This design comes from an exercise in tuning for small area and a short achievable clock period on the open sky130 flow, not from production work.
The RTL was checked by simulation tests, not by an equivalence proof against the original design.
No activity file was given, so power comes from the tool's default toggle rates.

**design.v**
```verilog
module pulse_gen(
    input           rst_n,       
    input  [7:0]    trig_level,
    input           ad_clk,      
    input  [7:0]    ad_data,     
    output          ad_pulse     
);
parameter THR_DATA = 3;
reg          pulse;
reg          pulse_delay;
assign ad_pulse = pulse & pulse_delay;
always @ (posedge ad_clk or negedge rst_n)begin
    if(!rst_n)
        pulse <= 1'b0;
    else begin
        if((trig_level >= THR_DATA) && (ad_data < trig_level - THR_DATA))
            pulse <= 1'b0;
        else if(ad_data > trig_level + THR_DATA)
            pulse <= 1'b1;
    end    
end
always @ (posedge ad_clk or negedge rst_n)begin
    if(!rst_n)
        pulse_delay <= 1'b0;
    else
        pulse_delay <= pulse;
end
endmodule 
module cymometer
   #(parameter    CLK_FS = 26'd50_000_000)  
    (    
        input                 clk_fs ,      
        input                 rst_n  ,      
        input                 clk_fx ,      
        output   reg [19:0]   data_fx       
);
localparam   MAX       =  30;               
localparam   GATE_TIME = 16'd2_000;         
reg                gate        ;            
reg                gate_fs     ;            
reg                gate_fs_r   ;            
reg                gate_fs_d0  ;            
reg                gate_fs_d1  ;           
reg                gate_fx_d0  ;            
reg                gate_fx_d1  ;           
reg    [   58:0]   data_fx_t    ;          
reg    [   15:0]   gate_cnt    ;            
reg    [MAX-1:0]   fs_cnt      ;            
reg    [MAX-1:0]   fs_cnt_temp ;            
reg    [MAX-1:0]   fx_cnt      ;            
reg    [MAX-1:0]   fx_cnt_temp ;            
wire               neg_gate_fs;             
wire               neg_gate_fx;             
reg                clk_fx_d    ;            
wire               fx_en       ;            
assign neg_gate_fs = gate_fs_d1 & (~gate_fs_d0);
assign neg_gate_fx = gate_fx_d1 & (~gate_fx_d0);
assign fx_en       = clk_fx & (~clk_fx_d);
always @(posedge clk_fs or negedge rst_n) begin
    if(!rst_n)
        clk_fx_d <= 1'b0;
    else
        clk_fx_d <= clk_fx;
end
always @(posedge clk_fs or negedge rst_n) begin
    if(!rst_n)
        gate_cnt <= 16'd0; 
    else if(!fx_en)
        gate_cnt <= gate_cnt;
    else if(gate_cnt == GATE_TIME + 5'd20)
        gate_cnt <= 16'd0;
    else
        gate_cnt <= gate_cnt + 1'b1;
end
always @(posedge clk_fs or negedge rst_n) begin
    if(!rst_n)
        gate <= 1'b0;
    else if(!fx_en)
        gate <= gate;
    else if(gate_cnt < 4'd10)
        gate <= 1'b0;     
    else if(gate_cnt < GATE_TIME + 4'd10)
        gate <= 1'b1;
    else if(gate_cnt <= GATE_TIME + 5'd20)
        gate <= 1'b0;
    else 
        gate <= 1'b0;
end
always @(posedge clk_fs or negedge rst_n) begin
    if(!rst_n) begin
        gate_fs_r <= 1'b0;
        gate_fs   <= 1'b0;
    end
    else begin
        gate_fs_r <= gate;
        gate_fs   <= gate_fs_r;
    end
end
always @(posedge clk_fs or negedge rst_n) begin
    if(!rst_n) begin
        gate_fx_d0 <= 1'b0;
        gate_fx_d1 <= 1'b0;
    end
    else if(fx_en) begin
        gate_fx_d0 <= gate;
        gate_fx_d1 <= gate_fx_d0;
    end
end
always @(posedge clk_fs or negedge rst_n) begin
    if(!rst_n) begin
        gate_fs_d0 <= 1'b0;
        gate_fs_d1 <= 1'b0;
    end
    else begin
        gate_fs_d0 <= gate_fs;
        gate_fs_d1 <= gate_fs_d0;
    end
end
always @(posedge clk_fs or negedge rst_n) begin
    if(!rst_n) begin
        fx_cnt_temp <= 32'd0;
        fx_cnt <= 32'd0;
    end
    else if(!fx_en) begin
    end
    else if(gate)
        fx_cnt_temp <= fx_cnt_temp + 1'b1;
    else if(neg_gate_fx) begin
        fx_cnt_temp <= 32'd0;
        fx_cnt   <= fx_cnt_temp;
    end
end 
always @(posedge clk_fs or negedge rst_n) begin
    if(!rst_n) begin
        fs_cnt_temp <= 32'd0;
        fs_cnt <= 32'd0;
    end
    else if(gate_fs)
        fs_cnt_temp <= fs_cnt_temp + 1'b1;
    else if(neg_gate_fs) begin
        fs_cnt_temp <= 32'd0;
        fs_cnt <= fs_cnt_temp;
    end
end
always @(posedge clk_fs or negedge rst_n) begin
    if(!rst_n) begin
        data_fx_t <= 1'b0;
    end
    else if(gate_fs == 1'b0)
        data_fx_t <= CLK_FS * fx_cnt ;
end
always @(posedge clk_fs or negedge rst_n) begin
    if(!rst_n) begin
        data_fx <= 20'd0;
    end
    else if(gate_fs == 1'b0)
        data_fx <= data_fx_t / fs_cnt ;
end
endmodule 
module vpp_measure(   
    input               rst_n,       
    input               ad_clk,      
    input      [7:0]    ad_data,     
    input               ad_pulse,    
    output reg [7:0]    ad_vpp,      
    output reg [7:0]    ad_max,      
    output reg [7:0]    ad_min       
);
reg         vpp_flag;                
reg         vpp_flag_d;              
reg [7:0]   ad_data_max;             
reg [7:0]   ad_data_min;             
wire        vpp_flag_pos;            
wire        vpp_flag_neg;            
reg         ad_pulse_d;              
assign vpp_flag_pos = (~vpp_flag_d) & vpp_flag;
assign vpp_flag_neg = vpp_flag_d & (~vpp_flag);
always @(posedge ad_clk or negedge rst_n) begin
    if(!rst_n)
        ad_pulse_d <= 1'b0;
    else
        ad_pulse_d <= ad_pulse;
end
always @(posedge ad_clk or negedge rst_n) begin
    if(!rst_n)
        vpp_flag <= 1'b0; 
    else if(ad_pulse & (~ad_pulse_d))
        vpp_flag <= ~vpp_flag; 
end
always @(posedge ad_clk or negedge rst_n) begin
    if(!rst_n)
        vpp_flag_d <= 1'b0; 
    else 
        vpp_flag_d <= vpp_flag; 
end
always @(posedge ad_clk or negedge rst_n) begin
    if(!rst_n) begin
        ad_data_max <= 8'd0; 
        ad_data_min <= 8'd0;
    end
    else if(vpp_flag_pos)begin       
        ad_data_max <= ad_data; 
        ad_data_min <= ad_data;
    end
    else if(vpp_flag_d) begin   
        if(ad_data > ad_data_max)
            ad_data_max <= ad_data;  
        if(ad_data < ad_data_min)
            ad_data_min <= ad_data;  
    end    
end
always @(posedge ad_clk or negedge rst_n) begin
    if(!rst_n) begin
        ad_vpp <= 8'd0;
        ad_max <= 8'd0;
        ad_min <= 8'd0;
    end
    else if(vpp_flag_neg) begin
        ad_vpp <= ad_data_max - ad_data_min;
        ad_max <= ad_data_max;
        ad_min <= ad_data_min;
    end
end
endmodule 
module param_measure(
    input               clk ,        
    input               rst_n  ,     
    input      [7:0]    trig_level,  
    input      [7:0]    ad_data,     
    output              ad_pulse,    
    output     [19:0]   ad_freq,     
    output     [7:0]    ad_vpp,      
    output     [7:0]    ad_max,      
    output     [7:0]    ad_min       
);
parameter CLK_FS = 26'd50_000_000;   
pulse_gen u_pulse_gen(
    .rst_n          (rst_n),         
    .trig_level     (trig_level),    
    .ad_clk         (clk),           
    .ad_data        (ad_data),       
    .ad_pulse       (ad_pulse)       
    );
cymometer #(
    .CLK_FS         (CLK_FS)         
) u_cymometer(
    .clk_fs         (clk),
    .rst_n          (rst_n),
    .clk_fx         (ad_pulse),      
    .data_fx        (ad_freq)        
    );
vpp_measure u_vpp_measure(
    .rst_n          (rst_n),
    .ad_clk         (clk),
    .ad_data        (ad_data),
    .ad_pulse       (ad_pulse),
    .ad_vpp         (ad_vpp),
    .ad_max         (ad_max),
    .ad_min         (ad_min)
    );
endmodule 
```
**run.sh**
```bash
#!/bin/bash
# synth_recipe.tcl (not shown) runs the flow's synth.tcl, then flattens the netlist and writes it again
# the make line also repeats each setting of config.mk as NAME=value (left out here)
make -C /OpenROAD-flow-scripts/flow DESIGN_CONFIG=/design/flow/config.mk WORK_HOME=/design/flow/orfs CLKGATE_MAP_FILE= SYNTH_SCRIPT=/design/flow/synth_recipe.tcl finish
```
**config.mk**
```make
export PLATFORM = sky130hd
export DESIGN_NAME = param_measure
export DESIGN_NICKNAME = param_measure
export VERILOG_FILES = /design/flow/design.v
export SDC_FILE = /design/flow/constraint.sdc
export NUM_CORES = 4
export LEC_CHECK = 0
export CAP_MARGIN = 20
export CORE_MARGIN = 2
export CORE_UTILIZATION = 40
export SLEW_MARGIN = 20
```
**constraint.sdc**
```tcl
create_clock -name core_clock -period 250.0 [get_ports {clk}]
set_input_delay 50.0000 -clock core_clock [delete_from_list [all_inputs] [get_ports {clk}]]
set_output_delay 50.0000 -clock core_clock [all_outputs]
set_load 0.01 [all_outputs]
```
==> results.txt <==
[flip-flops by register name, summed over array words and instances (netlist names)]
register,flops
u_cymometer.data_fx,20
u_cymometer.data_fx_t,49
u_cymometer.fs_cnt,30
u_cymometer.fs_cnt_temp,30
u_cymometer.fx_cnt,30
u_cymometer.fx_cnt_temp,30
u_cymometer.gate,1
u_cymometer.gate_cnt,16
u_cymometer.gate_fs,1
u_cymometer.gate_fs_d0,1
u_cymometer.gate_fs_d1,1
u_cymometer.gate_fs_r,1
u_cymometer.gate_fx_d0,1
u_cymometer.gate_fx_d1,1
u_pulse_gen.pulse,1
u_pulse_gen.pulse_delay,1
u_vpp_measure.ad_data_max,8
u_vpp_measure.ad_data_min,8
u_vpp_measure.ad_max,8
u_vpp_measure.ad_min,8
u_vpp_measure.ad_pulse_d,1
u_vpp_measure.ad_vpp,8
u_vpp_measure.vpp_flag,1
u_vpp_measure.vpp_flag_d,1
[per-layer routing]
metal	vias up	share of wire [%]
met3	611	6.9
met4	2	3.2
met2	3686	43
li1	52500	-
met1	51000	47
met5	-	0.0048
[placed cells by master (no fill, tap or decap), drive strengths merged, types with 153 or more instances in the layout]
master	instances
and2	166
nor2	1325
o21a	653
ha	1560
xnor2	631
buf	304
o21ai	732
nand3	361
fa	270
a31oi	178
a21o	443
nand2b	153
xor2	305
or2	212
nand2	1150
dfrtp	257
mux2	378
inv	649
nor3	722
o31ai	282
nand4	223
a21oi	1071
[area by class of cell]
cell class                      count  area, um^2
Sequential cell                   257        6430
Multi-Input combinational cell  12700       95100
Inverter                          657        2490
Antenna cell                        2        5.00
Tap cell                         3402        4260
Fill cell                       26800      147000
Timing Repair Buffer              365        3080
Clock buffer                       46        1030
Clock inverter                     17         210
[cells by family after synthesis]
kind of cell	share of synthesized area, %
adders and majority gates	23.9
buffers and inverters	4.32
and+or+nand+nor	24.3
xor gates and xnor gates	7.91
AOI/OAI and AO/OA	28.5
other	0.00359
muxes	4.97
DFF	6.15
[repair_timing]
item,CTS,global route
setup buffers,0,71
pin swaps,1,44
gates cloned,1,8
setup endpoints to repair,2,4
gates resized for setup,17,284
hold buffers,0,0
[metrics by stage]
stage / instances / power, W
2_1_floorplan: 14100 / 1.89
3_3_place_gp: 17300 / 1.65
3_5_place_dp: 17300 / 1.66
4_1_cts: 17400 / 1.67
5_1_grt: 17500 / 1.77
6_report: 17500 / 1.75
==> results.yml <==
setup_path:
  timing.critical_path.slowest_stage_cell: "o21ai_0"
  endpoint_kind: "register"
  start_of_the_worst_register_to_register_path: "u_cymometer.fs_cnt[0]$_DFFE_PN0P_"
  critical_path_peak_fanout: 68
  cpLargestDelayFamily: "compound AO/OA/AOI/OAI gates"
  critPathLaunchType: "register"
  worstReg2RegEnd: "u_cymometer.data_fx[0]$_DFFE_PN0N_"
  r2r_setup_slack_ns: 14.45
  worst_ep_arrival_time_ns: 236.06
  criticalPathCategory: "register to register"
  critical-path-max-stage-delay_ns: 0.80
  worst_path_depth: 818
  cp_data_required_time_ns: 250.50
  path_common_cell: "o21a_1"
  reg2reg_depth: 1118
  cp-startpoint: "u_cymometer.fs_cnt[0]$_DFFE_PN0P_"
  worstSetupEndpoint: "u_cymometer.data_fx[0]$_DFFE_PN0N_"
  critical_path_buf_inv_count: 37
drt:
  routed_wl_um: 375000
  avgViaCountPerCell: 6.17
  postRouteAntennaNets: 0
  routed_wire_length_per_instance_um: 21.5
  firstDrtPassIters: 9
  detail_route.drc_violations: 0
  detail_route.iter0.violations: 10100
  vias: 108000
floorplan:
  start_util_pct: 40.3
  std_cell_rows: 187
  fp.coreArea_mm2: 0.260
  dieArea_mm2: 0.265
  die_y_um: 515
  die_boundary_width_um: 515
  num_io_pins: 63
clock_tree:
  ctsLongestPathBuffers: 3
  htree_num_levels: 2
  clkTransAtPathRegs_ns: 0.07
  cts_buffers: 36
  cts.sink_count: 257
  clock-root-buffer: "clkbuf_16"
  insertion_delay_ns: 0.67
  cts_tree: "yes"
min_path:
  hold_crit_class: "register to register"
  min_from: "u_cymometer.gate_fs_r$_DFF_PN0_"
  number_of_cells_traversed_by_the_worst_hold_path: 0
  holdPathEnd: "u_cymometer.gate_fs$_DFF_PN0_"
final_layout:
  synthToLayoutAreaGrowth_pct: 7.68
  final_area_mm2: 0.113
  final_util_pct: 43.3
  final_net_count: 15900
  final_layout_size_suffix_gt1_share_pct: 9.73
global_route:
  grt.met2_usage_pct: 42.2
  wire_length_of_the_first_global_routing_pass_um: 578000
  grt.met1_usage_pct: 39.2
  globalRoute.busiestLayer: "met2"
  first_global_vias: 99200
  antenna_found_initial: 9
  globalRouteTotalUtil_pct: 27.1
  grt_overflow: 0
  met3_capacity_usage_during_global_routing_pct: 2.79
  grt_max_degree: 91
power:
  static-leakage-power_nw: 45.8
  power_density_mw_per_mm2: 15500
  powerComb_w: 1.74
  power_clock_w: 0.0000569
  largestPowerGroup: "combinational cells"
  clock_power_share_pct: 0
  internal_power_w: 0.739
  p_seq_share_pct: 0
  p_sw_share_pct: 57.6
  power.combinational.fraction_pct: 100.0
  seq-power_w: 0.0000496
  max-vdd-ir-drop_uv: 6850
  p_sw_w: 1.01
logic_synthesis:
  synth_edf_count: 0
  yosys_warnings: 3
  netlist_top_cells_count: "ha_1 (1,560), nor2_1 (1,320), nand2_1 (1,145), a21oi_1 (1,064), nor3_1 (702)"
  synth.lib_cells_used.distinct: 153
  postSynthCellCount: 14100
  synth.top_cell.area_share_pct: 18.7
  mean_syn_cell_area_um2: 7.42
  seq_area_frac_synth_pct: 6.15
  post_synth_main_area_contributors: "ha_1 (19%), dfrtp_1 (6.2%), xnor2_1 (5.2%), fa_1 (5.2%), a21oi_1 (5.1%)"
  yosys_register_bits: 257
  synthMostInstantiatedCell: "ha_1"
  netlist.top_cell.by_area: "ha_1"
  async_flop_share_pct: 100
  most_common_flop_cell_mapped_by_yosys: "dfrtp_1"
  synthesis.area_mm2: 0.105
timing:
  maxSlewHeadroom_pct: 18.0
  final-max-slew-violation-count: 0
  layout_worst_path_cycle_share_pct: 94.2
  final-hold-violation-count: 0
  transition_time_of_the_tightest_slew_check_pin_ns: 1.22
  fin_ws_ns: 14.45
  finClkSkew_ns: 0.0597
  final.hold.worst_slack_ns: 0.353
  setup-tns-final_ns: 0
  maxClockFrequency_mhz: 4.25
  final_period_minus_worst_setup_slack_ns: 235.55
  setup_viol_count_final: 0
placement:
  place_area_mm2: 0.109
  place_worst_setup_slack_ns: -2.35
  routabilityCongestion: 1.01
  placement.io_buffers: 62
  post-dp-hpwl_um: 300000
status:
  outcome: "complete, no violations"
job:
  drv_cap: 0

[port drivers added, routing unchanged]
In the flow no input, the clock included, has a driving cell. The finished layout below was timed again as built, in two steps. Step 1, drivers: a clkbuf_16 drives clk and a buf_2 each remaining input, both assumed. Step 2 also shifts input and output timing later by t, the mid clock arrival at the registers, as if the neighbouring blocks saw the same clock. a / b / c = ideal ports / drivers / drivers and shift; a / b = the first two.
shift t [ns]: 0.736
slack for setup (ns): 14.446 / 14.446 / 14.446
worst data-port slew with drivers (ns): 0.07
After both steps this run still meets setup and hold. For this run, drivers alone change the setup slack by 0.000 ns; drivers and shift together by 0.000 ns.
